What follows belongs to an exercise in optimizing a design on an open flow for small area, a short achievable clock period and few clock cycles per item; a production flow would make more cautious choices. The RTL was checked by simulation tests, not by an equivalence proof against the original design.

<file path="design.v">
module MyDesign #(parameter OUTPUT_LENGTH       = 8,
                  parameter MAX_MESSAGE_LENGTH  = 55,
                  parameter NUMBER_OF_Ks        = 64,
                  parameter NUMBER_OF_Hs        = 8 ,
                  parameter SYMBOL_WIDTH        = 8  )
            (
            output reg                                      dut__xxx__finish     ,
            input  wire                                     xxx__dut__go         ,
            input  wire  [ $clog2(MAX_MESSAGE_LENGTH):0]    xxx__dut__msg_length ,
            output reg  [ $clog2(MAX_MESSAGE_LENGTH)-1:0]   dut__msg__address  ,
            output wire                                     dut__msg__enable   ,
            output wire                                     dut__msg__write    ,
            input  wire [7:0]                               msg__dut__data     ,
            output wire [ $clog2(NUMBER_OF_Ks)-1:0]         dut__kmem__address  ,
            output wire                                     dut__kmem__enable   ,
            output wire                                     dut__kmem__write    ,
            input  wire [31:0]                              kmem__dut__data     ,
            output reg  [ $clog2(NUMBER_OF_Hs)-1:0]         dut__hmem__address  ,
            output wire                                     dut__hmem__enable   ,
            output wire                                     dut__hmem__write    ,
            input  wire [31:0]                              hmem__dut__data     ,
            output reg  [ $clog2(OUTPUT_LENGTH)-1:0]        dut__dom__address  ,
            output reg  [31:0]                              dut__dom__data     ,
            output wire                                     dut__dom__enable   ,
            output wire                                     dut__dom__write    ,
            input  wire                 clk             ,
            input  wire                 reset
            );
assign dut__msg__enable  = 1'b1;
assign dut__msg__write   = 1'b0;
assign dut__kmem__enable = 1'b1;
assign dut__kmem__write  = 1'b0;
assign dut__hmem__enable = 1'b1;
assign dut__hmem__write  = 1'b0;
reg        busy;
reg  [6:0] r, p;
reg  [3:0] hcnt;
reg        dom_en;
reg  [5:0] lenr;                             
reg  [5:0] kaddr;                            
reg  [31:0] kreg;                            
reg  [31:0] hreg;                            
wire       start = xxx__dut__go & ~busy;
wire       act   = busy | xxx__dut__go;
wire       kwf   = p[0] ^ r[0];              
wire       hdone = hcnt[3] | (hcnt[2:0] == 3'd7);
wire       last  = (r == 7'd69);
assign dut__kmem__address = kaddr;
assign dut__dom__enable   = dom_en;
assign dut__dom__write    = dom_en;
wire [5:0] maddr = dut__msg__address;
wire       mdone = (maddr == lenr);
wire       wavail = (p[6:4] != 3'd0) | mdone | (maddr[5:2] == p[3:0] + 4'd1);
wire rstep = kwf & hdone & ~r[6];
wire pstep = busy & ~p[6] & wavail & (~kwf | rstep);
wire rd    = start | (busy & ~mdone & ((maddr[5:2] == p[3:0]) | pstep));
wire hload = act & ~hdone;
wire h0ld  = rstep & (r == 7'd0);
wire drain = busy & (r >= 7'd65) & (r <= 7'd67);
wire owr   = busy & (r >= 7'd61) & (r <= 7'd68);
function [2:0] wordof(input [2:0] km1);
    case (km1)
        3'd4: wordof = 3'd7;
        3'd5: wordof = 3'd3;
        3'd6: wordof = 3'd2;
        3'd7: wordof = 3'd1;
        3'd0: wordof = 3'd0;
        3'd1: wordof = 3'd6;
        3'd2: wordof = 3'd5;
        default: wordof = 3'd4;
    endcase
endfunction
wire [6:0] r_n    = last ? 7'd0 : ((rstep | (busy & r[6])) ? r + 7'd1 : r);
wire [3:0] hcnt_n = last ? 4'd0 : ((hload | h0ld) ? hcnt + 4'd1 : hcnt);
wire [2:0] haddr_n = hcnt_n[3] ? wordof(r_n[2:0]) : ~hcnt_n[2:0];
always @(posedge clk or posedge reset) begin
    if (reset) begin
        busy              <= 1'b0;
        r                 <= 7'd0;
        p                 <= 7'd0;
        hcnt              <= 4'd0;
        dut__msg__address <= 6'd0;
        kaddr             <= 6'd0;
        dut__hmem__address<= 3'd7;
        dut__xxx__finish  <= 1'b0;
        dom_en            <= 1'b0;
    end else begin
        busy               <= start | (busy & ~last);
        r                  <= r_n;
        p                  <= last ? 7'd0 : (pstep ? p + 7'd1 : p);
        hcnt               <= hcnt_n;
        dut__msg__address  <= last ? 6'd0 : (rd ? maddr + 6'd1 : maddr);
        kaddr              <= last ? 6'd0 : ((start | pstep) ? kaddr + 6'd1 : kaddr);
        dut__hmem__address <= haddr_n;
        dut__xxx__finish   <= busy & last;
        dom_en             <= owr;
    end
end
reg  [31:0] wr [0:15];
reg  [31:0] kw;
function [31:0] rotr(input [31:0] x, input integer n);
    rotr = (x >> n) | (x << (32 - n));
endfunction
always @(posedge clk) begin
    if (start) lenr <= xxx__dut__msg_length[5:0];
    if (start | pstep) kreg <= kmem__dut__data;
    hreg <= hmem__dut__data;
end
wire [5:0]  len   = start ? xxx__dut__msg_length[5:0] : lenr;
wire [3:0]  q     = start ? 4'd0 : p[3:0] + 4'd1;
wire        qlen  = (len[5:2] == q);
wire [31:0] padw  = {qlen & (len[1:0] == 2'd0), 7'd0,
                     qlen & (len[1:0] == 2'd1), 7'd0,
                     qlen & (len[1:0] == 2'd2), 7'd0,
                     qlen & (len[1:0] == 2'd3), 7'd0}
                  | ((q == 4'd15) ? {23'd0, len[5:0], 3'd0} : 32'd0);
wire        p_lt15 = (p[6:4] == 3'd0) & (p[3:0] != 4'd15);
wire [31:0] ss0 = rotr(wr[1], 7) ^ rotr(wr[1], 18) ^ (wr[1] >> 3);
wire [31:0] ss1 = rotr(wr[14], 17) ^ rotr(wr[14], 19) ^ (wr[14] >> 10);
wire [31:0] u0  = wr[0] ^ wr[9] ^ ss0;
wire [31:0] u1  = ((wr[0] & wr[9]) | (wr[0] & ss0) | (wr[9] & ss0)) << 1;
wire [31:0] v0  = u0 ^ u1 ^ ss1;
wire [31:0] v1  = ((u0 & u1) | (u0 & ss1) | (u1 & ss1)) << 1;
wire [31:0] sched = v0 + v1;
wire selS = pstep & ~p_lt15;
reg [31:0] wrest;
always @(*) begin
    wrest = ((pstep & p_lt15) | start) ? padw : wr[15];
    if (rd) begin
        case (maddr[1:0])
            2'd0: wrest[31:24] = msg__dut__data;
            2'd1: wrest[23:16] = msg__dut__data;
            2'd2: wrest[15: 8] = msg__dut__data;
            2'd3: wrest[ 7: 0] = msg__dut__data;
        endcase
    end
end
wire [31:0] w15n = selS ? sched : wrest;
integer i;
always @(posedge clk) begin
    if (pstep) begin
        for (i = 0; i < 15; i = i + 1) wr[i] <= wr[i+1];
        kw <= kreg + wr[15];
    end
    wr[15] <= w15n;
end
reg [31:0] A1, A2, A3, A4, e, f, g, h;
wire [31:0] S0  = rotr(A1, 2) ^ rotr(A1, 13) ^ rotr(A1, 22);
wire [31:0] S1  = rotr(e, 6) ^ rotr(e, 11) ^ rotr(e, 25);
wire [31:0] ch  = g ^ (e & (f ^ g));
wire [31:0] maj = (A1 & A2) | (A3 & (A1 | A2));
wire [31:0] nA4 = ~A4;
wire [31:0] x0 = A3 ^ h ^ kw;
wire [31:0] x1 = ((A3 & h) | (A3 & kw) | (h & kw)) << 1;
wire [31:0] y0 = x0 ^ x1 ^ ch;
wire [31:0] y1 = ((x0 & x1) | (x0 & ch) | (x1 & ch)) << 1;
wire [31:0] z0 = y0 ^ y1 ^ S1;
wire [31:0] z1 = ((y0 & y1) | (y0 & S1) | (y1 & S1)) << 1;
wire [31:0] enew = z0 + z1;
wire [31:0] ua = e ^ nA4 ^ maj;
wire [31:0] ub = {((e[30:0] & nA4[30:0]) | (e[30:0] & maj[30:0]) | (nA4[30:0] & maj[30:0])), 1'b1};
wire [31:0] va = ua ^ ub ^ S0;
wire [31:0] vb = ((ua & ub) | (ua & S0) | (ub & S0)) << 1;
wire [31:0] anew = va + vb;
wire r0     = (r == 7'd0);
wire ashift = hload | rstep | (busy & (r == 7'd64));
wire eshift = hload | rstep | drain;
always @(posedge clk) begin
    if (ashift) begin
        A1 <= (hload | r0) ? hmem__dut__data : anew;
        A2 <= A1; A3 <= A2; A4 <= A3;
    end
    if (eshift) begin
        e <= hload ? A3 : enew;
        f <= e; g <= f; h <= g;
    end
end
reg  [1:0] tsel;                             
wire [31:0] tap = tsel[1] ? h : (tsel[0] ? A1 : e);
always @(posedge clk) begin
    tsel <= (r_n == 7'd61) ? 2'd0 : ((r_n <= 7'd65) ? 2'd1 : 2'd2);
    if (owr) begin
        dut__dom__data    <= tap + hreg;
        dut__dom__address <= wordof(r[2:0] - 3'd1);
    end
end
endmodule
</file>
<file path="flow/run.sh">
#!/bin/bash
bash standard.sh SETUP_SLACK_MARGIN=7 finish > standard.log 2>&1
</file>
<file path="standard.sh">
#!/bin/bash
# synth_recipe.tcl (not shown) runs the flow's synth.tcl, then flattens the netlist and writes it again
# the make line also repeats each setting of config.mk as NAME=value (left out here)
make -C /OpenROAD-flow-scripts/flow DESIGN_CONFIG=/design/flow/config.mk WORK_HOME=/design/flow/orfs CLKGATE_MAP_FILE= SYNTH_SCRIPT=/design/flow/synth_recipe.tcl "${@:-finish}"
</file>
<file path="config.mk">
export PLATFORM = sky130hd
export DESIGN_NAME = MyDesign
export DESIGN_NICKNAME = MyDesign
export VERILOG_FILES = /design/flow/design.v
export SDC_FILE = /design/flow/constraint.sdc
export NUM_CORES = 4
export LEC_CHECK = 0
export CAP_MARGIN = 20
export CORE_MARGIN = 2
export CORE_UTILIZATION = 40
export SETUP_SLACK_MARGIN = 5
export SLEW_MARGIN = 20
</file>
<file path="constraint.sdc">
create_clock -name core_clock -period 10.0 [get_ports {clk}]
set_input_delay 2.0000 -clock core_clock [delete_from_list [all_inputs] [get_ports {clk}]]
set_output_delay 2.0000 -clock core_clock [all_outputs]
set_load 0.01 [all_outputs]
</file>
==> results of run 1 <==
[repair_timing]
item,in CTS,in global routing
setup endpoints to repair,989,723
gates cloned,28,4
pin swaps,139,119
resized for setup,550,167
endpoints found under the hold margin,0,0
setup buffers,191,80
[layout make-up]
class | count | area, um^2
fillers | 10100 | 58600
flip-flops and latches | 943 | 27500
multi-input cells | 2174 | 20600
repair buffers | 440 | 4480
clock buffers | 121 | 2580
well taps | 1536 | 1920
inverters | 313 | 1170
clock inverters | 63 | 826
diodes | 1 | 2.50
[cell usage in the layout (no fill, tap or decap), types with 79 or more instances in the layout]
cell / n
clkbuf_16: 102
nor2_1: 139
a21oi_1: 119
buf_4: 198
ha_1: 117
inv_1: 299
clkdlybuf4s50_1: 79
o21ai_0: 104
edfxtp_1: 835
fa_1: 207
nand2_1: 189
xnor2_1: 305
a21o_1: 80
[routing by layer]
metal  share of wire  track usage  wire length, um
met2            0.44        0.301            55400
met1            0.47        0.316            59000
met3           0.076       0.0339             9570
met5               0            0                0
met4           0.021       0.0493             2640
[stage by stage]
stage               instances   util
floorplan                3549      -
global placement         5103  0.431
detailed placement       5103  0.431
CTS                      5506  0.489
global route             5590  0.502
finish                   5591  0.502
[worst paths after layout]
check | from | endpoint | slack (ns) | depth (start not counted)
max in group asynchronous | reset | dut__hmem__address[1]$_DFF_PP1_ | 7.90 | 3
min | wr[13][29]$_DFFE_PP_ | wr[12][29]$_DFFE_PP_ | 0.39 | 0
max reg2reg | A3[2]$_DFFE_PP_ | e[21]$_DFFE_PP_ | 5.57 | 16
max | A3[2]$_DFFE_PP_ | e[21]$_DFFE_PP_ | 5.57 | 16
min in group asynchronous | reset | p[1]$_DFFE_PP0P_ | 1.71 | 3
min reg2reg | wr[13][29]$_DFFE_PP_ | wr[12][29]$_DFFE_PP_ | 0.39 | 0
[cells by family (layout without fill, tap and decap cells)]
| group | after synthesis | in the layout | share of synthesized area |
|---|---|---|---|
| xor gates and xnor gates | 418 | 418 | 0.0778 |
| adders and majority gates | 392 | 392 | 0.138 |
| other | 2 | 7 | 0.000159 |
| DFF | 943 | 943 | 0.581 |
| and+or+nand+nor | 590 | 594 | 0.0582 |
| muxes | 83 | 83 | 0.0177 |
| AOI/OAI and AO/OA | 674 | 681 | 0.0909 |
| buffers and inverters | 443 | 937 | 0.0363 |
==> flow_summary.yaml, run 1 <==
die:
  die_height_um: 348
  initial_core_util: 0.402
  io_pins: 141
  coreArea_mm2: 0.118
  die_w_um: 348
  row_count: 126
  die-area_mm2: 0.121
synthesis:
  synth_area_mm2: 0.0472
  synth_warnings: 2
  synthTopCellsByArea: "edfxtp_1, fa_1, xnor2_1, ha_1, dfxtp_1"
  synth_flop_cell: "edfxtp_1"
  synth_edf_count: 835
  postSynthCellCount: 3545
  ys_types: 85
  yosysSeqAreaShare: 0.581
  synth.most_common_cell: "edfxtp_1"
  ys_seq_elements: 943
  yosys.area.top_type: "edfxtp_1"
  syn_avg_cell_area_um2: 13.3
  postSynth.asyncResetShare: 0.0382
  netlist.area_leader.share: 0.531
  yosys-top-cells-count: "edfxtp_1, xnor2_1, inv_1"
status:
  status: "timing/DRC/antenna clean"
route:
  vias_per_cell: 5.32
  first_iter_violations: 2951
  postRouteWirelength_um: 127000
  wl_per_cell_um: 22.6
  vias: 29700
  antenna_left: 0
  dr.pass1.iters: 5
  route.detailed.drc: 0
finish:
  regMostFlops: "wr"
  drive_gt1_frac: 0.222
  largest_register_ffs: 512
  final_area_mm2: 0.0590
  synthToLayoutAreaGrowth_pct: 24.9
  final_net_count: 4442
placement:
  gp_congestion: 0.893
  place_ws_ns: 4.60
  io_buffers: 133
  dpl_cell_area_mm2: 0.0507
  dp_hpwl_um: 83800
timing:
  timing.final.crit_share: 0.443
  fmax_mhz: 226
  worst_slew_margin_rel: 0.388
  fin_skew_ns: 0.0450
  hold_viol: 0
  setup_ws_ns: 5.57
  fin_crit_ns: 4.43
  fin_hold_ws_ns: 0.390
  setup_viol: 0
  worstMarginPinSlew_ns: 0.915
  slew_viol_final: 0
  grt_setup_unrepaired: "true"
  tns_ns: 0
clocking:
  cts_made_buffers: 99
  cts-root-buf: "clkbuf_16"
  cts_max_path_buffers: 3
  cts.clk_slew.worst_paths_ns: 0.06
  h-tree-depth: 3
  cts_tree: "yes"
  clock_latency_ns: 0.71
  hold_buffers: 0
  clock_sinks: 943
min_path:
  min_path_type: "reg -> reg"
grt:
  grt_pass1_vias: 28400
  antenna_found_initial: 5
  grt.overflow.total: 0
  gr-usage-all-layers: 0.205
  grt_max_degree: 101
  grt_pass1_wl_um: 183000
setup_path:
  critPathMaxFanout: 4
  cpMaxStageDelayCell: "fa_1"
  crit_arrival_ns: 4.88
  cp_slowest_stage_delay_ns: 0.52
  cpMostUsedCell: "fa_1"
  crit_chain: "inv_1, fa_1, fa_1, inv_1, fa_1, ha_1, nor2b_2, o31a_1, o311ai_4, a31oi_4, buf_4, buf_6, nand3_2, nand2_2, xor2_1, mux2_4"
  path_class: "reg -> reg"
  critPathLaunchType: "flop"
  cp.required_ns: 10.45
  crit_family: "adder cells"
  end_kind: "flop"
  crit_buf_inv: 4
run:
  max-cap-violations: 0
Testbench counts, summed over its fixed seeds: cycles 17,686, hashes 192.
==> run 2: changes to the inputs <==
==> flow/run.sh (replaced) <==
#!/bin/bash
bash standard.sh SETUP_SLACK_MARGIN=6 finish > standard.log 2>&1
--- a/config.mk
+++ b/config.mk
@@ -9,3 +9,4 @@
 export CORE_MARGIN = 2
-export CORE_UTILIZATION = 40
+export CORE_UTILIZATION = 55
+export CTS_BUF_LIST = sky130_fd_sc_hd__clkbuf_8
 export SETUP_SLACK_MARGIN = 5
==> run 2 against run 1 <==
Net effect: global-route usage grew 7.1 points; non-clock buffer count decreased by 132; sequential share of layout area grew 2.8 points; critical path depth is 1 higher; via count decreased by 0.24%; clock skew decreased by 0.0022 ns; critical path type unchanged; critical endpoint is now e[29]$_DFFE_PP_; highest routed layer is now met5.
==> flow_summary.yaml, run 2 <==
status:
  status: "timing/DRC/antenna clean"
die:
  die_w_um: 297
  row_count: 107
  io_pins: 141
  coreArea_mm2: 0.0851
  die_height_um: 297
  die-area_mm2: 0.0882
  initial_core_util: 0.555
timing:
  fmax_mhz: 221
  fin_crit_ns: 4.52
  timing.final.crit_share: 0.452
  worst_slew_margin_rel: 0.103
  slew_viol_final: 0
  grt_setup_unrepaired: "true"
  worstMarginPinSlew_ns: 1.34
  setup_viol: 0
  fin_skew_ns: 0.0428
  hold_viol: 0
  tns_ns: 0
grt:
  grt.overflow.total: 0
  use_met2: 0.386
  grt_pass1_wl_um: 181000
  grt_max_degree: 93
  met1_usage: 0.434
  gr-usage-all-layers: 0.276
  grt_pass1_vias: 29300
  antenna_found_initial: 6
  grtUsageMet3: 0.0668
  grt-busiest-layer: "met1"
clocking:
  clock_latency_ns: 0.85
  cts_tree: "yes"
  cts-root-buf: "clkbuf_8"
  clock_sinks: 943
  cts_max_path_buffers: 3
  h-tree-depth: 4
  cts.clk_slew.worst_paths_ns: 0.06
  cts_made_buffers: 157
placement:
  io_buffers: 133
  gp_congestion: 0.948
  dp_cells: 4719
  dp_hpwl_um: 85900
  dpl_cell_area_mm2: 0.0498
synthesis:
  synth_edf_count: 835
  synth.most_common_cell: "edfxtp_1"
  ys_types: 85
  synth_area_mm2: 0.0472
  synthTopCellsByArea: "edfxtp_1, fa_1, xnor2_1, ha_1, dfxtp_1"
  synth_warnings: 2
  synth_flop_cell: "edfxtp_1"
  yosys.area.top_type: "edfxtp_1"
  postSynth.asyncResetShare: 0.0382
  yosysSeqAreaShare: 0.581
  syn_avg_cell_area_um2: 13.3
  postSynthCellCount: 3545
  yosys-top-cells-count: "edfxtp_1, xnor2_1, inv_1"
  netlist.area_leader.share: 0.531
  ys_seq_elements: 943
finish:
  largest_register_ffs: 512
  multiInputGateArea_mm2: 0.0196
  final_cell_count_no_fill: 5166
  drive_gt1_frac: 0.157
  final_net_count: 4361
  final_area_mm2: 0.0556
  final_cell_mix: "edfxtp_1, inv_1, xnor2_1"
  synthToLayoutAreaGrowth_pct: 17.7
  fillerInstances: 6451
  mostFrequentLayoutCell: "edfxtp_1"
  regMostFlops: "wr"
  area.sequential_mm2: 0.0274
min_path:
  min_path_type: "reg -> reg"
route:
  route.detailed.drc: 0
  dr.pass1.iters: 5
  antenna_left: 0
  first_iter_violations: 3035
  postRouteWirelength_um: 123000
  wl_per_cell_um: 23.9
  vias: 29700
  vias_per_cell: 5.74
setup_path:
  end_kind: "flop"
  crit_arrival_ns: 5.08
  cp.required_ns: 10.56
  critPathLaunchType: "flop"
  critPathMaxFanout: 4
  path_class: "reg -> reg"
run:
  max-cap-violations: 0
-- run 2: cell count changes in the layout (fill, tap and decap cells not counted), moves of 19 or more --
cell / previous run / this run
o21ai_1: 55 / 19
buf_16: 22 / 2
inv_1: 299 / 346
buf_4: 198 / 134
a21oi_1: 119 / 138
ha_1: 117 / 144
clkbuf_1: 20 / 0
buf_6: 66 / 29
clkbuf_16: 102 / 0
clkbuf_8: 2 / 165
buf_2: 43 / 0
clkdlybuf4s50_1: 79 / 133
o21ai_0: 104 / 150
-- run 2: repair_timing --
| action | 4_1_cts | 5_1_grt |
|---|---|---|
| cloned | 3 | 2 |
| hold buffers | 0 | 0 |
| pin swaps | 107 | 91 |
| gates resized for setup | 185 | 148 |
| setup buffers | 92 | 59 |
| setup endpoints to repair | 605 | 352 |
-- run 2: path summary, 6_finish.rpt --
| check | startpoint | endpoint | slack, ns | cells after the start |
|---|---|---|---|---|
| worst max-delay path | kw[0]$_DFFE_PP_ | e[29]$_DFFE_PP_ | 5.48 | 17 |
| worst min-delay path | wr[8][0]$_DFFE_PP_ | wr[7][0]$_DFFE_PP_ | 0.40 | 0 |
| worst max register to register | kw[0]$_DFFE_PP_ | e[29]$_DFFE_PP_ | 5.48 | 17 |
| worst min register to register | wr[8][0]$_DFFE_PP_ | wr[7][0]$_DFFE_PP_ | 0.40 | 0 |
| max in group asynchronous | reset | dut__hmem__address[0]$_DFF_PP1_ | 8.06 | 3 |
| min in group asynchronous | reset | kaddr[1]$_DFFE_PP0P_ | 1.58 | 3 |
-- run 2: layer usage --
layer  up-vias  wire, um
li1      13300         -
met1     15000     57400
met2      1200     52200
met3       163     11400
met4         2      2350
met5         -        13
-- run 2: area by class of cell --
cell class | count | area share
clock inverter | 123 | 0.0135
timing repair buffer | 308 | 0.0523
inverter | 313 | 0.0211
sequential | 943 | 0.493
clock buffer | 165 | 0.0408
antenna | 3 | 0.000135
tap | 1144 | 0.0257
multi-input combinational | 2167 | 0.353
-- run 2: worst max-delay path, cell delays in order, from the launching register on --
cell      delay (ns)
edfxtp_1        0.48
fa_2            0.43
inv_1           0.09
fa_1            0.44
fa_1            0.44
inv_1           0.07
ha_2            0.19
inv_2           0.05
fa_2            0.38
nor2b_2         0.15
o31a_1          0.25
o311ai_4        0.14
a31oi_4         0.33
a31oi_4         0.14
buf_12          0.17
o31ai_4         0.22
nor3b_2         0.21
nor3_1          0.08
-- run 2: stage by stage --
step | setup WS, ns | hold slack, ns | utilization
CTS | 5.58 | 0.385 | 0.639
finish | 5.48 | 0.397 | 0.653
global placement | 4.60 | 0.400 | 0.584
floorplan | 5.44 | 0.400 | -
detailed placement | 4.47 | 0.405 | 0.584
global route | 5.31 | 0.393 | 0.653
-- run 2: cell families (layout without fill, tap and decap cells) --
| family | Yosys count | after routing | synth area share |
|---|---|---|---|
| DFF | 943 | 943 | 0.581 |
| buffers and inverters | 443 | 909 | 0.0363 |
| and+or+nand+nor | 590 | 590 | 0.0582 |
| other | 2 | 9 | 0.000159 |
| adders and majority gates | 392 | 392 | 0.138 |
| xor gates and xnor gates | 418 | 418 | 0.0778 |
| AOI/OAI and AO/OA | 674 | 678 | 0.0909 |
| muxes | 83 | 83 | 0.0177 |
==> run 3: changes to the inputs <==
--- a/config.mk
+++ b/config.mk
@@ -9,4 +9,3 @@
 export CORE_MARGIN = 2
-export CORE_UTILIZATION = 55
-export CTS_BUF_LIST = sky130_fd_sc_hd__clkbuf_8
+export CORE_UTILIZATION = 40
 export SETUP_SLACK_MARGIN = 5
==> run 3 against run 2 <==
Net effect: critical endpoint is now e[25]$_DFFE_PP_; still clean; fmax is 2.7% higher; critical path depth is 2 lower; clock skew is 0.0075 ns higher; sequential cell count stayed put; setup slack better by 0.12 ns; cell area is 1.5% higher.
==> flow_summary.yaml, run 3 <==
status:
  status: "timing/DRC/antenna clean"
grt:
  grt_pass1_wl_um: 175000
  grt.overflow.total: 0
  antenna_found_initial: 7
  grt_pass1_vias: 27900
  grt_max_degree: 101
  gr-usage-all-layers: 0.196
setup_path:
  critPathMaxFanout: 5
  cpMaxStageDelayCell: "fa_1"
  cp_slowest_stage_delay_ns: 0.50
  cp.required_ns: 10.44
  crit_buf_inv: 3
  path_class: "reg -> reg"
  crit_family: "adder cells"
  r2r_slack_ns: 5.60
  end_kind: "flop"
  crit_chain: "buf_4, inv_1, fa_1, fa_1, inv_1, fa_1, ha_4, a21oi_1, o211ai_1, a221oi_1, nand2_1, a31oi_4, o31ai_2, xnor2_1, a21oi_1"
  crit_arrival_ns: 4.84
  cpMostUsedCell: "fa_1"
  critPathLaunchType: "flop"
die:
  row_count: 126
  die_w_um: 348
  die-area_mm2: 0.121
  die_height_um: 348
  initial_core_util: 0.402
  coreArea_mm2: 0.118
  io_pins: 141
timing:
  slew_viol_final: 0
  grt_setup_unrepaired: "true"
  hold_viol: 0
  worst_slew_margin_rel: 0.299
  setup_ws_ns: 5.60
  fin_skew_ns: 0.0503
  setup_viol: 0
  timing.final.crit_share: 0.440
  tns_ns: 0
  fmax_mhz: 227
  fin_crit_ns: 4.40
  worstMarginPinSlew_ns: 1.05
finish:
  area.sequential_mm2: 0.0274
  drive_gt1_frac: 0.143
  final_cell_mix: "edfxtp_1, xnor2_1, inv_1"
  regMostFlops: "wr"
  fillerInstances: 10400
  final_net_count: 4308
  utilization: 0.480
  multiInputGateArea_mm2: 0.0195
  largest_register_ffs: 512
  synthToLayoutAreaGrowth_pct: 19.5
  final_cell_count_no_fill: 5455
  mostFrequentLayoutCell: "edfxtp_1"
clocking:
  cts_max_path_buffers: 3
  h-tree-depth: 3
  clock_sinks: 943
  cts_tree: "yes"
  cts.clk_slew.worst_paths_ns: 0.06
  clock_latency_ns: 0.71
  cts-root-buf: "clkbuf_16"
  cts_made_buffers: 100
placement:
  io_buffers: 133
  place_ws_ns: 4.46
  dp_cells: 5105
  gp_congestion: 0.907
  dp_hpwl_um: 82900
route:
  route.detailed.drc: 0
  vias: 28800
  first_iter_violations: 2596
  antenna_left: 0
  postRouteWirelength_um: 120000
  wl_per_cell_um: 22.0
  vias_per_cell: 5.29
  dr.pass1.iters: 6
run:
  max-cap-violations: 0
min_path:
  min_path_type: "reg -> reg"
synthesis:
  synthTopCellsByArea: "edfxtp_1, fa_1, xnor2_1, ha_1, dfxtp_1"
  synth_area_mm2: 0.0472
  yosys.area.top_type: "edfxtp_1"
  synth_flop_cell: "edfxtp_1"
  synth_warnings: 2
  ys_seq_elements: 943
  netlist.area_leader.share: 0.531
  synth_edf_count: 835
  synth.most_common_cell: "edfxtp_1"
  yosysSeqAreaShare: 0.581
  syn_avg_cell_area_um2: 13.3
  ys_types: 85
  postSynth.asyncResetShare: 0.0382
  postSynthCellCount: 3545
  yosys-top-cells-count: "edfxtp_1, xnor2_1, inv_1"
run 3: logic make-up after synthesis:
group                      share of synthesized area
DFF                                            0.581
buffers and inverters                         0.0363
other                                       0.000159
AOI/OAI and AO/OA                             0.0909
xor gates and xnor gates                      0.0778
adders and majority gates                      0.138
muxes                                         0.0177
and+or+nand+nor                               0.0582
run 3: cell type report:
| type | count | area share |
|---|---|---|
| repair buffers | 312 | 0.0527 |
| inverters | 313 | 0.0208 |
| flip-flops and latches | 943 | 0.486 |
| multi-input cells | 2167 | 0.345 |
| diodes | 2 | 0.0000887 |
| well taps | 1536 | 0.0340 |
| clock buffers | 119 | 0.0461 |
| clock inverters | 63 | 0.0150 |
run 3: final timing paths:
| kind | startpoint | end | cells after the start |
|---|---|---|---|
| worst max register to register | A3[16]$_DFFE_PP_ | e[25]$_DFFE_PP_ | 15 |
| min in group asynchronous | reset | dut__xxx__finish$_DFF_PP0_ | 3 |
| worst max-delay path | A3[16]$_DFFE_PP_ | e[25]$_DFFE_PP_ | 15 |
| worst min-delay path | wr[11][5]$_DFFE_PP_ | wr[10][5]$_DFFE_PP_ | 0 |
| worst min register to register | wr[11][5]$_DFFE_PP_ | wr[10][5]$_DFFE_PP_ | 0 |
| max in group asynchronous | reset | dut__hmem__address[0]$_DFF_PP1_ | 3 |
run 3: per-stage QoR:
stage	area, um^2	hold WS (ns)
after detailed placement	50200	0.405
after CTS	55500	0.410
final	56500	0.411
after global placement	50200	0.400
after floorplan	47300	0.400
after global routing	56400	0.407
run 3: worst register-to-register path: stages (launching register included):
cell	delay, ns
edfxtp_1	0.41
buf_4	0.17
inv_1	0.06
fa_1	0.50
fa_1	0.50
inv_1	0.06
fa_1	0.48
ha_4	0.28
a21oi_1	0.21
o211ai_1	0.17
a221oi_1	0.38
nand2_1	0.17
a31oi_4	0.35
o31ai_2	0.14
xnor2_1	0.21
a21oi_1	0.10
run 3: what timing repair did:
action | in CTS | in global routing
buffers inserted | 113 | 45
setup endpoints to repair | 498 | 500
hold buffers | 0 | 0
pin swaps | 71 | 99
gates cloned | 6 | 2
gates resized for setup | 175 | 132
run 3: per-layer routing:
metal  vias up  GRT usage  share of wire
met5         -          0        0.00050
met4        10     0.0640          0.029
met3       178     0.0435          0.083
met2       907      0.292           0.44
met1     14500      0.283           0.45
li1      13200          -              -
==> run 4: changes to the inputs <==
--- a/design.v
+++ b/design.v
@@ -41,3 +41,2 @@
 reg  [31:0] kreg;                            
-reg  [31:0] hreg;                            
 wire       start = xxx__dut__go & ~busy;
@@ -74,3 +73,3 @@
 wire [3:0] hcnt_n = last ? 4'd0 : ((hload | h0ld) ? hcnt + 4'd1 : hcnt);
-wire [2:0] haddr_n = hcnt_n[3] ? wordof(r_n[2:0]) : ~hcnt_n[2:0];
+wire [2:0] haddr_n = hcnt_n[3] ? wordof(r_n[2:0] - 3'd1) : ~hcnt_n[2:0];
 always @(posedge clk or posedge reset) begin
@@ -106,3 +105,2 @@
     if (start | pstep) kreg <= kmem__dut__data;
-    hreg <= hmem__dut__data;
 end
@@ -181,6 +179,4 @@
     tsel <= (r_n == 7'd61) ? 2'd0 : ((r_n <= 7'd65) ? 2'd1 : 2'd2);
-    if (owr) begin
-        dut__dom__data    <= tap + hreg;
-        dut__dom__address <= wordof(r[2:0] - 3'd1);
-    end
+    dut__dom__data    <= tap + hmem__dut__data;
+    dut__dom__address <= dut__hmem__address;
 end
==> run 4 against run 3 <==
Net effect: still clean; area after synthesis fell by 2.8%; via count fell by 3.6%; final cell count is 1.7% lower; synthesized cell count is 2.8% lower; first-iteration DRC count shrank 7.5%; routed wire length fell by 4.4%; critical endpoint is now wr[15][31]$_DFF_P_.
==> flow_summary.yaml, run 4 <==
placement:
  dpl_cell_area_mm2: 0.0489
  io_buffers: 133
  dp_hpwl_um: 80500
  gp_congestion: 0.897
finish:
  fillerInstances: 9908
  final_area_mm2: 0.0556
  mostFrequentLayoutCell: "edfxtp_1"
  drive_gt1_frac: 0.178
  insertedDiodeCount: 0
  regMostFlops: "wr"
  largest_register_ffs: 512
  final_cell_mix: "edfxtp_1, xnor2_1, inv_1"
  final_net_count: 4239
  synthToLayoutAreaGrowth_pct: 21.1
synthesis:
  synth_compound_area_frac: 0.0908
  syn_avg_cell_area_um2: 13.3
  synth_warnings: 2
  yosysSeqAreaShare: 0.576
  postSynth.asyncResetShare: 0.0395
  postSynthCellCount: 3447
  synth-xor-area-share: 0.0833
  synth_adder_area_share: 0.141
  yosys.area_share.simple: 0.0540
  ys_seq_elements: 911
  ys_types: 90
  synth_flop_cell: "edfxtp_1"
  yosys-top-cells-count: "edfxtp_1, xnor2_1, inv_1"
  synth_area_mm2: 0.0459
  synth_edf_count: 800
  synthTopCellsByArea: "edfxtp_1, fa_1, xnor2_1, ha_1, dfxtp_1"
  synth.most_common_cell: "edfxtp_1"
  synthMuxAreaShare: 0.0164
  yosys.area.top_type: "edfxtp_1"
  synth_top_family_by_area: "adder cells"
  netlist.area_leader.share: 0.523
grt:
  antenna_found_initial: 5
  gr-usage-all-layers: 0.193
  grt_pass1_wl_um: 169000
  grt_pass1_vias: 27100
  grt.overflow.total: 0
  grt_max_degree: 85
min_path:
  holdPathStages: 0
  hold_start: "wr[5][17]$_DFFE_PP_"
  hold_path_end: "wr[4][17]$_DFFE_PP_"
  min_path_type: "reg -> reg"
run:
  max-cap-violations: 0
setup_path:
  crit_arrival_ns: 5.03
  end_kind: "flop"
  r2r_slack_ns: 5.53
  critPathLaunchType: "flop"
  path_class: "reg -> reg"
  critPathMaxFanout: 3
  cpMaxStageDelayCell: "fa_1"
  r2r-start: "wr[1][19]$_DFFE_PP_"
  rr_endpoint: "wr[15][31]$_DFF_P_"
  crit_chain: "xnor2_2, xnor2_2, fa_1, fa_1, ha_2, inv_2, fa_2, nor2b_2, o31a_1, o311a_4, o21a_1, o31ai_4, buf_6, o2111ai_2, a31o_2, xnor2_4, o21ai_1"
  cp_slowest_stage_delay_ns: 0.59
  cp.required_ns: 10.55
  ff2ff_path_depth: 17
  cp-startpoint: "wr[1][19]$_DFFE_PP_"
route:
  route.detailed.drc: 0
  antenna_left: 0
  vias: 27800
  postRouteWirelength_um: 115000
  vias_per_cell: 5.18
  first_iter_violations: 2401
  wl_per_cell_um: 21.4
  dr.pass1.iters: 5
timing:
  tns_ns: 0
  fmax_mhz: 224
  fin_skew_ns: 0.0534
  worst_slew_margin_rel: 0.433
  slew_viol_final: 0
  fin_hold_ws_ns: 0.403
  setup_viol: 0
  grt_setup_unrepaired: "true"
  timing.final.crit_share: 0.447
  hold_viol: 0
  fin_crit_ns: 4.47
  worstMarginPinSlew_ns: 0.850
clocking:
  cts_made_buffers: 96
  cts_max_path_buffers: 3
  cts.clk_slew.worst_paths_ns: 0.06
  cts_tree: "yes"
  clock_sinks: 911
  h-tree-depth: 3
  hold_buffers: 0
  cts-root-buf: "clkbuf_16"
  clock_latency_ns: 0.69
status:
  status: "timing/DRC/antenna clean"
die:
  die_height_um: 343
  die-area_mm2: 0.117
  io_pins: 141
  die_w_um: 343
  initial_core_util: 0.403
  row_count: 124
  coreArea_mm2: 0.114
-- run 4: changes by cell type after synthesis, sizes merged, moves of 10 or more --
cell	previous run	this run
edfxtp	835	800
nor3	45	24
nand3	50	31
a31oi	26	13
o21a	42	30
or3	20	8
a21oi	162	151
a21o	82	92
nand2b	13	23
xnor2	333	343
-- run 4: area by class of cell --
class,count,area [um^2],share of cell area
flip-flops and latches,911,26400,0.475
multi-input cells,2091,19600,0.353
repair buffers,357,3270,0.0588
clock buffers,121,2590,0.0465
well taps,1512,1890,0.0340
inverters,315,1180,0.0213
clock inverters,57,607,0.0109
-- run 4: layer usage --
layer / track usage / vias to the layer above / wire [um]
met1: 0.281 / 14000 / 51900
met2: 0.285 / 889 / 50700
met5: 0 / - / 56
met3: 0.0450 / 167 / 8930
li1: - / 12800 / -
met4: 0.0618 / 8 / 3190
-- run 4: timing repair --
item,4_1_cts,5_1_grt
pin swaps,132,143
endpoints found under the hold margin,0,0
resized for setup,266,168
endpoints found under the setup margin,308,385
setup buffers,142,64
cloned,1,0
-- run 4: logic make-up after synthesis --
| family | after synthesis |
|---|---|
| and+or+nand+nor | 535 |
| DFF | 911 |
| buffers and inverters | 449 |
| xor gates and xnor gates | 434 |
| adders and majority gates | 388 |
| muxes | 75 |
| other | 2 |
| AOI/OAI and AO/OA | 653 |
-- run 4: stage by stage --
step           setup WS, ns  instances  utilization
2_1_floorplan         -1.37       3451            -
3_3_place_gp           4.70       4979        0.428
3_5_place_dp           4.62       4979        0.428
4_1_cts                5.55       5300        0.477
5_1_grt                5.39       5364        0.487
6_report               5.53       5364        0.487
-- run 4: worst max path at each step --
stage / end / slack [ns] / depth (start not counted)
after floorplan: kaddr[5]$_DFFE_PP0P_ / -1.37 / 11
after global placement: A2[1]$_DFFE_PP_ / 4.70 / 7
after detailed placement: A2[1]$_DFFE_PP_ / 4.62 / 7
after CTS: wr[15][31]$_DFF_P_ / 5.55 / 17
after global routing: wr[15][31]$_DFF_P_ / 5.39 / 17
final: wr[15][31]$_DFF_P_ / 5.53 / 17
-- run 4: critical path: cells and delay by family, from the launching register on --
kind / cells / cell delay [ns]
AND/OR/NAND/NOR: 1 / 0.05
adder cells (fa/ha/maj): 4 / 1.45
AO/OA/AOI/OAI: 7 / 1.47
XOR/XNOR: 3 / 0.59
flip-flops: 1 / 0.54
buffers and inverters: 2 / 0.22
Testbench counts of run 4, summed over its fixed seeds: cycles 17,686, hashes 192.
==> run 5: changes to the inputs <==
--- a/config.mk
+++ b/config.mk
@@ -10,2 +10,4 @@
 export CORE_UTILIZATION = 40
+export CTS_CLUSTER_DIAMETER = 100
+export CTS_CLUSTER_SIZE = 24
 export SETUP_SLACK_MARGIN = 5
==> run 5 against run 4 <==
Net effect: critical path depth unchanged; non-clock buffer count shrank 21; setup slack got worse by 0.039 ns; die area stayed put; clock-buffer cell count down 61; synthesized cell count did not move; register-to-register slack worse by 0.04 ns; sequential share of layout area grew 1.7 points; fmax down 0.86%; cell area shrank 3.5%; critical endpoint unchanged; highest routed layer unchanged.
==> flow_summary.yaml, run 5 <==
status:
  status: "timing/DRC/antenna clean"
timing:
  fin_crit_ns: 4.51
  fmax_mhz: 222
  fin_hold_ws_ns: 0.415
  worstMarginPinSlew_ns: 0.854
  worst_slew_margin_rel: 0.431
  setup_viol: 0
  grt_setup_unrepaired: "true"
  timing.final.crit_share: 0.451
  setup_ws_ns: 5.49
  hold_viol: 0
  tns_ns: 0
  fin_skew_ns: 0.0404
  slew_viol_final: 0
finish:
  insertedDiodeCount: 0
  mostFrequentLayoutCell: "edfxtp_1"
  drive_gt1_frac: 0.155
  regMostFlops: "wr"
  final_area_mm2: 0.0536
  final_net_count: 4168
  synthToLayoutAreaGrowth_pct: 16.8
  largest_register_ffs: 512
  area.sequential_mm2: 0.0264
  fillerInstances: 10100
  multiInputGateArea_mm2: 0.0197
  final_cell_mix: "edfxtp_1, xnor2_1, inv_1"
placement:
  place_ws_ns: 4.62
  io_buffers: 133
  dp_hpwl_um: 80500
  dpl_cell_area_mm2: 0.0489
  gp_congestion: 0.897
synthesis:
  yosys.area_share.simple: 0.0540
  synth_compound_area_frac: 0.0908
  synth.most_common_cell: "edfxtp_1"
  yosys.area.top_type: "edfxtp_1"
  ys_seq_elements: 911
  yosys-top-cells-count: "edfxtp_1, xnor2_1, inv_1"
  ys_types: 90
  synthTopCellsByArea: "edfxtp_1, fa_1, xnor2_1, ha_1, dfxtp_1"
  netlist.area_leader.share: 0.523
  synth_area_mm2: 0.0459
  synth_warnings: 2
  postSynth.asyncResetShare: 0.0395
  synth_adder_area_share: 0.141
  synthMuxAreaShare: 0.0164
  synth_top_family_by_area: "adder cells"
  synth_flop_cell: "edfxtp_1"
  synth_edf_count: 800
  syn_avg_cell_area_um2: 13.3
  synth-xor-area-share: 0.0833
  postSynthCellCount: 3447
  yosysSeqAreaShare: 0.576
setup_path:
  path_class: "reg -> reg"
  crit_arrival_ns: 5.03
  cp.required_ns: 10.52
  critPathMaxFanout: 4
  critPathLaunchType: "flop"
  end_kind: "flop"
clocking:
  cts_made_buffers: 45
  cts.clk_slew.worst_paths_ns: 0.10
  hold_buffers: 0
  clock_sinks: 911
  cts-root-buf: "clkbuf_16"
  cts_max_path_buffers: 3
  clock_latency_ns: 0.67
  h-tree-depth: 2
  cts_tree: "yes"
route:
  wl_per_cell_um: 21.6
  first_iter_violations: 2425
  vias: 27400
  vias_per_cell: 5.24
  postRouteWirelength_um: 113000
  antenna_left: 0
  dr.pass1.iters: 5
  route.detailed.drc: 0
die:
  die_w_um: 343
  die_height_um: 343
  initial_core_util: 0.403
  coreArea_mm2: 0.114
  io_pins: 141
  row_count: 124
  die-area_mm2: 0.117
grt:
  gr-usage-all-layers: 0.189
  grt_pass1_wl_um: 166000
  antenna_found_initial: 3
  grt.overflow.total: 0
  grt_max_degree: 85
  grt_pass1_vias: 26400
min_path:
  min_path_type: "reg -> reg"
run:
  max-cap-violations: 0
==> run 5: cell counts after synthesis <==
Identical to the previous run, type by type.
==> run 5: final cells by class <==
cell class                 count  share of cell area
inverter                     315              0.0220
tap                         1512              0.0353
timing repair buffer         336              0.0579
sequential                   911               0.493
multi-input combinational   2092               0.367
clock buffer                  60              0.0220
clock inverter                10             0.00264
==> run 5: per-stage QoR <==
step / cells / util
2_1_floorplan: 3451 / -
3_3_place_gp: 4979 / 0.428
3_5_place_dp: 4979 / 0.428
4_1_cts: 5178 / 0.459
5_1_grt: 5236 / 0.470
6_report: 5236 / 0.470
==> run 5: repair_timing <==
action                     4_1_cts  5_1_grt
setup buffers                  128       57
resized for setup              270      181
gates cloned                     1        1
pin swaps                      126      152
setup endpoints to repair      307      385
==> run 5: path summary, 6_finish.rpt <==
check                                                   endpoint  cells after the start  slack (ns)                start
worst max-delay path                          wr[15][31]$_DFF_P_                     17        5.49  wr[1][19]$_DFFE_PP_
worst min-delay path                         wr[3][10]$_DFFE_PP_                      0        0.41  wr[4][10]$_DFFE_PP_
worst max register to register                wr[15][31]$_DFF_P_                     17        5.49  wr[1][19]$_DFFE_PP_
worst min register to register               wr[3][10]$_DFFE_PP_                      0        0.41  wr[4][10]$_DFFE_PP_
max in group asynchronous        dut__hmem__address[1]$_DFF_PP1_                      3        7.85                reset
min in group asynchronous       dut__msg__address[0]$_DFFE_PP0P_                      3        1.77                reset
==> run 5: routing by layer <==
metal / track usage / wire (um) / vias to the layer above
met1: 0.289 / 52400 / 13900
met2: 0.288 / 50900 / 805
met3: 0.0274 / 7590 / 115
met4: 0.0367 / 2200 / 6
li1: - / - / 12600
met5: 0 / 42 / -
==> run 5: worst max-delay path: stages, from the launching register on <==
cell	delay, ns
edfxtp_1	0.56
xnor2_2	0.21
xnor2_2	0.18
fa_1	0.58
fa_1	0.44
ha_2	0.21
inv_2	0.06
fa_2	0.22
nor2b_2	0.05
o31a_1	0.28
o311a_4	0.34
o21a_1	0.21
o31ai_4	0.18
buf_6	0.17
o2111ai_2	0.14
a31o_2	0.27
xnor2_4	0.20
o21ai_1	0.08
==> run 5: cells by family (layout without fill, tap and decap cells) <==
kind of cell,after synthesis,in the layout
flops,911,911
compound gates,653,653
simple gates,535,536
buf+inv,449,721
xor+xnor,434,434
fa+ha+maj,388,388
mux,75,75
other cells,2,6
==> run 6: changes to the inputs <==
--- a/config.mk
+++ b/config.mk
@@ -12,2 +12,3 @@
 export CTS_CLUSTER_SIZE = 24
+export PLACE_DENSITY = 0.75
 export SETUP_SLACK_MARGIN = 5
==> run 6 against run 5 <==
Net effect: via count up 1.5%; sequential share of layout area shrank 0.18 points; still clean; area after synthesis unchanged; highest routed layer unchanged; largest cell class unchanged; register-to-register slack lost 0.13 ns; critical path depth unchanged; clock skew shrank 0.0033 ns.
==> flow_summary.yaml, run 6 <==
setup_path:
  path_class: "reg -> reg"
  cp_slowest_stage_delay_ns: 0.56
  end_kind: "flop"
  cpMostUsedCell: "fa_1"
  crit_arrival_ns: 5.16
  crit_chain: "xor2_1, xnor2_1, fa_1, inv_1, fa_1, ha_2, inv_2, fa_2, nor2b_2, o31a_1, o311a_1, o21a_1, o31ai_4, o2111ai_1, a31o_2, xnor2_4, o21ai_1"
  cpMaxStageDelayCell: "edfxtp_1"
  critPathLaunchType: "flop"
  critPathMaxFanout: 4
  cp.required_ns: 10.52
die:
  die_height_um: 343
  coreArea_mm2: 0.114
  initial_core_util: 0.403
  die_w_um: 343
  row_count: 124
  io_pins: 141
  die-area_mm2: 0.117
clocking:
  cts.clk_slew.worst_paths_ns: 0.09
  clock_latency_ns: 0.66
  cts_max_path_buffers: 3
  h-tree-depth: 2
  cts_tree: "yes"
  cts-root-buf: "clkbuf_16"
  clock_sinks: 911
  cts_made_buffers: 45
  hold_buffers: 0
synthesis:
  netlist.area_leader.share: 0.523
  synth_area_mm2: 0.0459
  ys_types: 90
  postSynthCellCount: 3447
  ys_seq_elements: 911
  synthMuxAreaShare: 0.0164
  yosysSeqAreaShare: 0.576
  syn_avg_cell_area_um2: 13.3
  postSynth.asyncResetShare: 0.0395
  synth_top_family_by_area: "adder cells"
  yosys-top-cells-count: "edfxtp_1, xnor2_1, inv_1"
  yosys.area.top_type: "edfxtp_1"
  synthTopCellsByArea: "edfxtp_1, fa_1, xnor2_1, ha_1, dfxtp_1"
  synth_flop_cell: "edfxtp_1"
  synth.most_common_cell: "edfxtp_1"
  synth_compound_area_frac: 0.0908
  yosys.area_share.simple: 0.0540
  synth_warnings: 2
  synth_adder_area_share: 0.141
  synth-xor-area-share: 0.0833
  synth_edf_count: 800
finish:
  mostFrequentLayoutCell: "edfxtp_1"
  fillerInstances: 9696
  largest_register_ffs: 512
  final_cell_count_no_fill: 5263
  drive_gt1_frac: 0.154
  final_net_count: 4180
  synthToLayoutAreaGrowth_pct: 17.3
  regMostFlops: "wr"
  utilization: 0.472
  final_cell_mix: "edfxtp_1, xnor2_1, inv_1"
grt:
  grt_pass1_vias: 26800
  grt_max_degree: 190
  gr-usage-all-layers: 0.181
  antenna_found_initial: 6
  grt.overflow.total: 0
  grt_pass1_wl_um: 161000
timing:
  grt_setup_unrepaired: "true"
  fmax_mhz: 215
  fin_crit_ns: 4.65
  fin_hold_ws_ns: 0.416
  setup_ws_ns: 5.35
  slew_viol_final: 0
  fin_skew_ns: 0.0371
  worst_slew_margin_rel: 0.441
  worstMarginPinSlew_ns: 0.839
  hold_viol: 0
  timing.final.crit_share: 0.465
  setup_viol: 0
placement:
  dp_hpwl_um: 76600
  place_ws_ns: 4.74
  dp_cells: 4979
  gp_congestion: 0.934
  io_buffers: 133
route:
  first_iter_violations: 2672
  postRouteWirelength_um: 110000
  route.detailed.drc: 0
  wl_per_cell_um: 20.9
  antenna_left: 0
  dr.pass1.iters: 6
  vias_per_cell: 5.29
  vias: 27800
run:
  max-cap-violations: 0
status:
  status: "timing/DRC/antenna clean"
min_path:
  min_path_type: "reg -> reg"
run 6: path summary, 6_finish.rpt:
kind	slack [ns]	endpoint	startpoint	depth (start not counted)
setup / recovery	5.35	wr[15][31]$_DFF_P_	wr[1][18]$_DFFE_PP_	17
max in group asynchronous	7.89	dut__hmem__address[0]$_DFF_PP1_	reset	3
min in group asynchronous	1.75	kaddr[3]$_DFFE_PP0P_	reset	3
setup reg to reg	5.35	wr[15][31]$_DFF_P_	wr[1][18]$_DFFE_PP_	17
hold reg to reg	0.42	dut__dom__address[1]$_DFF_P_	dut__hmem__address[1]$_DFF_PP1_	0
hold / removal	0.42	dut__dom__address[1]$_DFF_P_	dut__hmem__address[1]$_DFF_PP1_	0
run 6: cells by family (layout without fill, tap and decap cells):
group	after synthesis	in the layout
compound gates	653	653
xor+xnor	434	434
fa+ha+maj	388	388
buf+inv	449	748
flops	911	911
mux	75	75
other cells	2	7
simple gates	535	535
run 6: metal layers:
| layer | track usage | vias to the layer above | wire length, um | part of all wire |
|---|---|---|---|---|
| met4 | 0.0518 | 8 | 3160 | 0.029 |
| met1 | 0.254 | 13900 | 46400 | 0.42 |
| met3 | 0.0416 | 185 | 9970 | 0.091 |
| li1 | - | 12600 | - | - |
| met2 | 0.281 | 1096 | 50400 | 0.46 |
| met5 | 0 | - | 58 | 0.00053 |
run 6: repair_timing:
item	CTS	global route
setup buffers	131	67
gates resized for setup	264	194
setup endpoints to repair	383	384
pin swaps	133	140
cloned	0	1
run 6: critical path, delay by kind of cell (launching register included):
family	cells	cell delay, ns
compound gates	7	1.76
xor+xnor	3	0.68
buf+inv	2	0.17
simple gates	1	0.05
flops	1	0.56
fa+ha+maj	4	1.31
run 6: per-stage QoR:
step | cell area, um^2 | setup TNS, ns
finish | 53800 | 0
detailed placement | 48900 | 0
CTS | 52400 | 0
global route | 53800 | 0
floorplan | 46100 | -399.81
global placement | 48900 | 0
run 6: cell type report:
class                           instances  area (um^2)  share of cell area
Sequential cell                       911        26400               0.491
Multi-Input combinational cell       2091        19700               0.366
Timing Repair Buffer                  349         3230              0.0600
Tap cell                             1512         1890              0.0351
Clock buffer                           77         1280              0.0237
Inverter                              315         1180              0.0220
Clock inverter                          7          125             0.00232
Antenna cell                            1         2.50           0.0000465
==> run 7: changes to the inputs <==
==> flow/run.sh (replaced) <==
#!/bin/bash
bash standard.sh SETUP_SLACK_MARGIN=5.5 finish > standard.log 2>&1
--- a/config.mk
+++ b/config.mk
@@ -12,3 +12,2 @@
 export CTS_CLUSTER_SIZE = 24
-export PLACE_DENSITY = 0.75
 export SETUP_SLACK_MARGIN = 5
==> run 7 against run 6 <==
Net effect: via count decreased by 4.2%; global-route usage increased by 0.24 points; register-to-register slack about the same; area after synthesis unchanged; clock skew increased by 0.013 ns; cell area decreased by 4.3%; first-iteration DRC count decreased by 10%; die area unchanged; synthesized cell count unchanged; critical endpoint unchanged; highest routed layer unchanged.
==> flow_summary.yaml, run 7 <==
setup_path:
  r2r-start: "wr[1][6]$_DFFE_PP_"
  end_kind: "flop"
  critical_path_depth: 14
  path_class: "reg -> reg"
  crit_family: "compound AO/OA/AOI/OAI gates"
  critPathLaunchType: "flop"
  crit_arrival_ns: 5.19
  cp_slowest_stage_delay_ns: 0.57
  cp-startpoint: "wr[1][6]$_DFFE_PP_"
  crit_chain: "xnor2_1, xnor2_1, fa_1, fa_1, ha_4, nor2b_2, o31a_1, o311a_4, o21a_1, o31ai_4, o2111ai_2, a31o_2, xnor2_4, o21ai_1"
  cp.required_ns: 10.53
  critPathMaxFanout: 4
  crit_buf_inv: 0
  ff2ff_path_depth: 14
  cpMaxStageDelayCell: "fa_1"
route:
  first_iter_violations: 2394
  wl_per_cell_um: 21.2
  route.detailed.drc: 0
  vias_per_cell: 5.18
  dr.pass1.iters: 5
  antenna_left: 0
  vias: 26700
  postRouteWirelength_um: 109000
placement:
  io_buffers: 133
  gp_congestion: 0.891
  dpl_cell_area_mm2: 0.0487
  dp_hpwl_um: 80700
die:
  initial_core_util: 0.403
  coreArea_mm2: 0.114
  die_w_um: 343
  die-area_mm2: 0.117
  row_count: 124
  die_height_um: 343
  io_pins: 141
synthesis:
  synth-xor-area-share: 0.0833
  synth_top_family_by_area: "adder cells"
  postSynthCellCount: 3447
  synth_compound_area_frac: 0.0908
  yosysSeqAreaShare: 0.576
  netlist.area_leader.share: 0.523
  synth_warnings: 2
  yosys.area.top_type: "edfxtp_1"
  synth.most_common_cell: "edfxtp_1"
  yosys.area_share.simple: 0.0540
  syn_avg_cell_area_um2: 13.3
  ys_seq_elements: 911
  synth_area_mm2: 0.0459
  yosys-top-cells-count: "edfxtp_1, xnor2_1, inv_1"
  synth_adder_area_share: 0.141
  synthMuxAreaShare: 0.0164
  synth_edf_count: 800
  ys_types: 90
  synth_flop_cell: "edfxtp_1"
  postSynth.asyncResetShare: 0.0395
  synthTopCellsByArea: "edfxtp_1, fa_1, xnor2_1, ha_1, dfxtp_1"
status:
  status: "timing/DRC/antenna clean"
timing:
  fin_skew_ns: 0.0504
  grt_setup_unrepaired: "true"
  hold_viol: 0
  timing.final.crit_share: 0.466
  fin_crit_ns: 4.66
  slew_viol_final: 0
  worst_slew_margin_rel: 0.241
  worstMarginPinSlew_ns: 1.14
  fmax_mhz: 215
  setup_viol: 0
finish:
  synthToLayoutAreaGrowth_pct: 12.3
  multiInputGateArea_mm2: 0.0184
  mostFrequentLayoutCell: "edfxtp_1"
  drive_gt1_frac: 0.0833
  insertedDiodeCount: 0
  regMostFlops: "wr"
  final_net_count: 4076
  fillerInstances: 10200
  area.sequential_mm2: 0.0264
  largest_register_ffs: 512
  final_cell_mix: "edfxtp_1, xnor2_1, inv_1"
  final_area_mm2: 0.0515
clocking:
  clock_latency_ns: 0.68
  cts_max_path_buffers: 3
  hold_buffers: 0
  clock_sinks: 911
  cts_made_buffers: 46
  cts_tree: "yes"
  h-tree-depth: 2
  cts.clk_slew.worst_paths_ns: 0.11
  cts-root-buf: "clkbuf_16"
grt:
  grt_max_degree: 196
  grt_pass1_wl_um: 160000
  grt.overflow.total: 0
  grt_pass1_vias: 25500
  antenna_found_initial: 5
  gr-usage-all-layers: 0.183
run:
  max-cap-violations: 0
min_path:
  hold_start: "wr[7][18]$_DFFE_PP_"
  min_path_type: "reg -> reg"
  holdPathStages: 0
[run 7: cell types whose count changed in the layout (fill, tap and decap cells not counted), moves of 14 or more]
cell,change
ha_1,+38
buf_6,-44
a21oi_2,-17
buf_4,-58
xnor2_1,+18
o21ai_1,-16
a21oi_1,+24
ha_4,-35
xnor2_2,-14
o21ai_0,+43
o21ai_2,-21
[run 7: cell type report]
class                   count  share of cell area
repair buffers            244              0.0429
flip-flops and latches    911               0.513
multi-input cells        2091               0.357
inverters                 315              0.0229
clock inverters            10             0.00311
clock buffers              65              0.0243
well taps                1512              0.0367
[run 7: path summary, 6_finish.rpt]
kind | to | slack [ns]
setup reg to reg | wr[15][31]$_DFF_P_ | 5.34
hold / removal | wr[6][18]$_DFFE_PP_ | 0.41
hold reg to reg | wr[6][18]$_DFFE_PP_ | 0.41
setup / recovery | wr[15][31]$_DFF_P_ | 5.34
max in group asynchronous | dut__hmem__address[1]$_DFF_PP1_ | 7.85
min in group asynchronous | kaddr[2]$_DFFE_PP0P_ | 1.75
[run 7: kinds of logic after synthesis]
| logic type | after synthesis |
|---|---|
| AND/OR/NAND/NOR | 535 |
| flip-flops | 911 |
| buffers and inverters | 449 |
| XOR/XNOR | 434 |
| multiplexers | 75 |
| adder cells (fa/ha/maj) | 388 |
| other | 2 |
| AO/OA/AOI/OAI | 653 |
[run 7: repair_timing]
action,in CTS,in global routing
gates resized for setup,43,89
pin swaps,8,50
setup buffers,19,75
endpoints found under the setup margin,157,548
[run 7: metrics by stage]
step	utilization	TNS, ns	hold WS, ns	instances	worst slack (ns)
final	0.452	0	0.412	5148	5.34
after global placement	0.427	0	0.400	4978	4.46
after floorplan	-	-399.81	0.400	3451	-1.37
after CTS	0.443	0	0.414	5072	5.35
after detailed placement	0.427	0	0.404	4978	4.39
after global routing	0.452	0	0.419	5148	5.25
[run 7: layer usage]
metal | track usage | share of wire
met5 | 0 | 0.00037
met4 | 0.0427 | 0.021
met3 | 0.0329 | 0.066
met2 | 0.272 | 0.44
met1 | 0.278 | 0.47
==> run 8: changes to the inputs <==
==> flow/run.sh (replaced) <==
#!/bin/bash
bash standard.sh SETUP_SLACK_MARGIN=5.5 "BUFFER_PORTS_ARGS=-buffer_cell sky130_fd_sc_hd__buf_1" finish > standard.log 2>&1
==> run 8 against run 7 <==
Net effect: still clean; routed wire length decreased by 1.6%; non-clock buffer count down 14; fmax up 1.6%; clock skew down 0.015 ns; global-route usage shrank 0.31 points; final cell count decreased by 0.33%; synthesized cell count unchanged; hold slack improved by 0.0043 ns; area after synthesis is the same.
==> flow_summary.yaml, run 8 <==
synthesis:
  synth_edf_count: 800
  yosys.area.top_type: "edfxtp_1"
  yosysSeqAreaShare: 0.576
  yosys.area_share.simple: 0.0540
  synth_warnings: 2
  synth-xor-area-share: 0.0833
  synthTopCellsByArea: "edfxtp_1, fa_1, xnor2_1, ha_1, dfxtp_1"
  yosys-top-cells-count: "edfxtp_1, xnor2_1, inv_1"
  netlist.area_leader.share: 0.523
  synth.most_common_cell: "edfxtp_1"
  synthMuxAreaShare: 0.0164
  ys_types: 90
  ys_seq_elements: 911
  synth_flop_cell: "edfxtp_1"
  syn_avg_cell_area_um2: 13.3
  postSynthCellCount: 3447
  synth_compound_area_frac: 0.0908
  synth_adder_area_share: 0.141
  postSynth.asyncResetShare: 0.0395
  synth_area_mm2: 0.0459
  synth_top_family_by_area: "adder cells"
grt:
  grt_max_degree: 181
  grt.overflow.total: 0
  grt_pass1_vias: 25400
  grt_pass1_wl_um: 158000
  gr-usage-all-layers: 0.180
  antenna_found_initial: 11
clocking:
  clock_sinks: 911
  cts_tree: "yes"
  clock_latency_ns: 0.67
  cts.clk_slew.worst_paths_ns: 0.11
  cts_max_path_buffers: 3
  cts_made_buffers: 45
  h-tree-depth: 2
  cts-root-buf: "clkbuf_16"
timing:
  fmax_mhz: 218
  hold_viol: 0
  fin_skew_ns: 0.0358
  worstMarginPinSlew_ns: 1.04
  setup_viol: 0
  slew_viol_final: 0
  worst_slew_margin_rel: 0.305
  fin_hold_ws_ns: 0.416
  fin_crit_ns: 4.58
  setup_ws_ns: 5.42
  tns_ns: 0
  grt_setup_unrepaired: "true"
  timing.final.crit_share: 0.458
route:
  wl_per_cell_um: 20.9
  first_iter_violations: 2499
  vias: 26600
  dr.pass1.iters: 5
  route.detailed.drc: 0
  postRouteWirelength_um: 107000
  antenna_left: 0
  vias_per_cell: 5.18
finish:
  drive_gt1_frac: 0.0735
  final_cell_mix: "edfxtp_1, xnor2_1, inv_1"
  largest_register_ffs: 512
  synthToLayoutAreaGrowth_pct: 9.58
  utilization: 0.441
  regMostFlops: "wr"
  final_area_mm2: 0.0503
  insertedDiodeCount: 0
  mostFrequentLayoutCell: "edfxtp_1"
  final_net_count: 4061
setup_path:
  ff2ff_path_depth: 17
  cpMaxStageDelayCell: "edfxtp_1"
  critPathMaxFanout: 4
  crit_arrival_ns: 5.14
  crit_chain: "xnor2_2, xnor2_2, fa_1, fa_1, ha_2, inv_2, fa_2, nor2b_2, o31a_1, o311a_1, o21a_1, o31ai_4, buf_4, o21ai_2, a21boi_2, xnor2_2, mux2_4"
  cp_slowest_stage_delay_ns: 0.54
  end_kind: "flop"
  critPathLaunchType: "flop"
  cp.required_ns: 10.55
  cpMostUsedCell: "xnor2_2"
  path_class: "reg -> reg"
placement:
  dp_hpwl_um: 79700
  place_ws_ns: 4.80
  io_buffers: 133
  gp_congestion: 0.895
  dpl_cell_area_mm2: 0.0479
die:
  io_pins: 141
  initial_core_util: 0.403
  die_height_um: 343
  die-area_mm2: 0.117
  coreArea_mm2: 0.114
  row_count: 124
  die_w_um: 343
run:
  max-cap-violations: 0
min_path:
  holdPathStages: 0
  min_path_type: "reg -> reg"
status:
  status: "timing/DRC/antenna clean"
==> run 8: cell counts after synthesis <==
Identical to the previous run, type by type.
==> run 8: area by class of cell <==
cell class | instances | area, um^2
clock buffer | 63 | 1190
clock inverter | 9 | 118
fill | 10400 | 63700
inverter | 315 | 1180
multi-input combinational | 2091 | 18200
sequential | 911 | 26400
tap | 1512 | 1890
timing repair buffer | 230 | 1250
==> run 8: kinds of logic after synthesis <==
| group | Yosys count |
|---|---|
| simple gates | 535 |
| mux | 75 |
| compound gates | 653 |
| flops | 911 |
| buf+inv | 449 |
| fa+ha+maj | 388 |
| other cells | 2 |
| xor+xnor | 434 |
==> run 8: timing repair <==
action	4_1_cts	5_1_grt
pin swaps	7	21
resized for setup	32	74
setup endpoints to repair	31	236
hold buffers	0	0
buffers inserted	19	60
==> run 8: through the flow <==
stage          std cells
6_report            5131
5_1_grt             5131
4_1_cts             5071
3_5_place_dp        4980
3_3_place_gp        4980
2_1_floorplan       3451
==> run 8: final timing paths <==
path / start / end / slack, ns
max: wr[1][19]$_DFFE_PP_ / wr[15][29]$_DFF_P_ / 5.42
min: wr[3][23]$_DFFE_PP_ / wr[2][23]$_DFFE_PP_ / 0.42
max reg2reg: wr[1][19]$_DFFE_PP_ / wr[15][29]$_DFF_P_ / 5.42
min reg2reg: wr[3][23]$_DFFE_PP_ / wr[2][23]$_DFFE_PP_ / 0.42
max in group asynchronous: reset / dut__hmem__address[1]$_DFF_PP1_ / 8.19
min in group asynchronous: reset / kaddr[5]$_DFFE_PP0P_ / 1.42
==> run 8: critical path, delay by kind of cell, from the launching register on <==
| family | cells | cell delay, ns |
|---|---|---|
| AO/OA/AOI/OAI | 6 | 1.39 |
| buffers and inverters | 2 | 0.24 |
| AND/OR/NAND/NOR | 1 | 0.05 |
| multiplexers | 1 | 0.28 |
| flip-flops | 1 | 0.54 |
| XOR/XNOR | 3 | 0.56 |
| adder cells (fa/ha/maj) | 4 | 1.41 |
==> run 8: routing by layer <==
layer	global-route usage	vias up	wire length [um]	part of all wire
li1	-	12400	-	-
met1	0.269	13400	49900	0.46
met2	0.270	682	47800	0.44
met3	0.0368	120	7460	0.069
met4	0.0402	18	2200	0.020
met5	0	-	113	0.0011

## afterwards: timing with drivers on the ports
No port has a modelled driver above. Below, the same layouts with a new extraction and two added sets of constraints. Step 1 (the two cells are an assumption about what drives the block):
set clk [get_ports {clk}]
set_driving_cell -lib_cell sky130_fd_sc_hd__clkbuf_16 $clk
set_driving_cell -lib_cell sky130_fd_sc_hd__buf_2 [delete_from_list [all_inputs] $clk]
Step 2 adds t to the input delays and takes it off the output delays; t is the mean of the earliest and latest rising clock arrival at the registers after step 1. Input paths then give back, and output paths get back, about the clock's delay inside the block. Slacks: no drivers / after step 1 / after step 2; pairs: no drivers / after step 1.
| run | t (ns) | slack for setup (ns) | worst slew at a driven data input, ns |
|---|---|---|---|
| run 1 | 0.764 | 5.571 / 5.571 / 5.571 | 0.09 |
| run 2 | 0.895 | 5.479 / 5.479 / 5.125 | 0.07 |
| run 3 | 0.756 | 5.599 / 5.599 / 5.432 | 0.10 |
| run 4 | 0.736 | 5.528 / 5.528 / 5.360 | 0.08 |
| run 5 | 0.710 | 5.489 / 5.489 / 5.409 | 0.08 |
| run 6 | 0.704 | 5.355 / 5.355 / 5.355 | 0.08 |
| run 7 | 0.716 | 5.342 / 5.342 / 4.903 | 0.08 |
| run 8 | 0.713 | 5.418 / 5.418 / 5.061 | 0.10 |
After both steps every run listed still meets setup and hold. The setup slack of run 7, which loses most, moves by 0.000 ns with the drivers and by -0.439 ns with both steps.
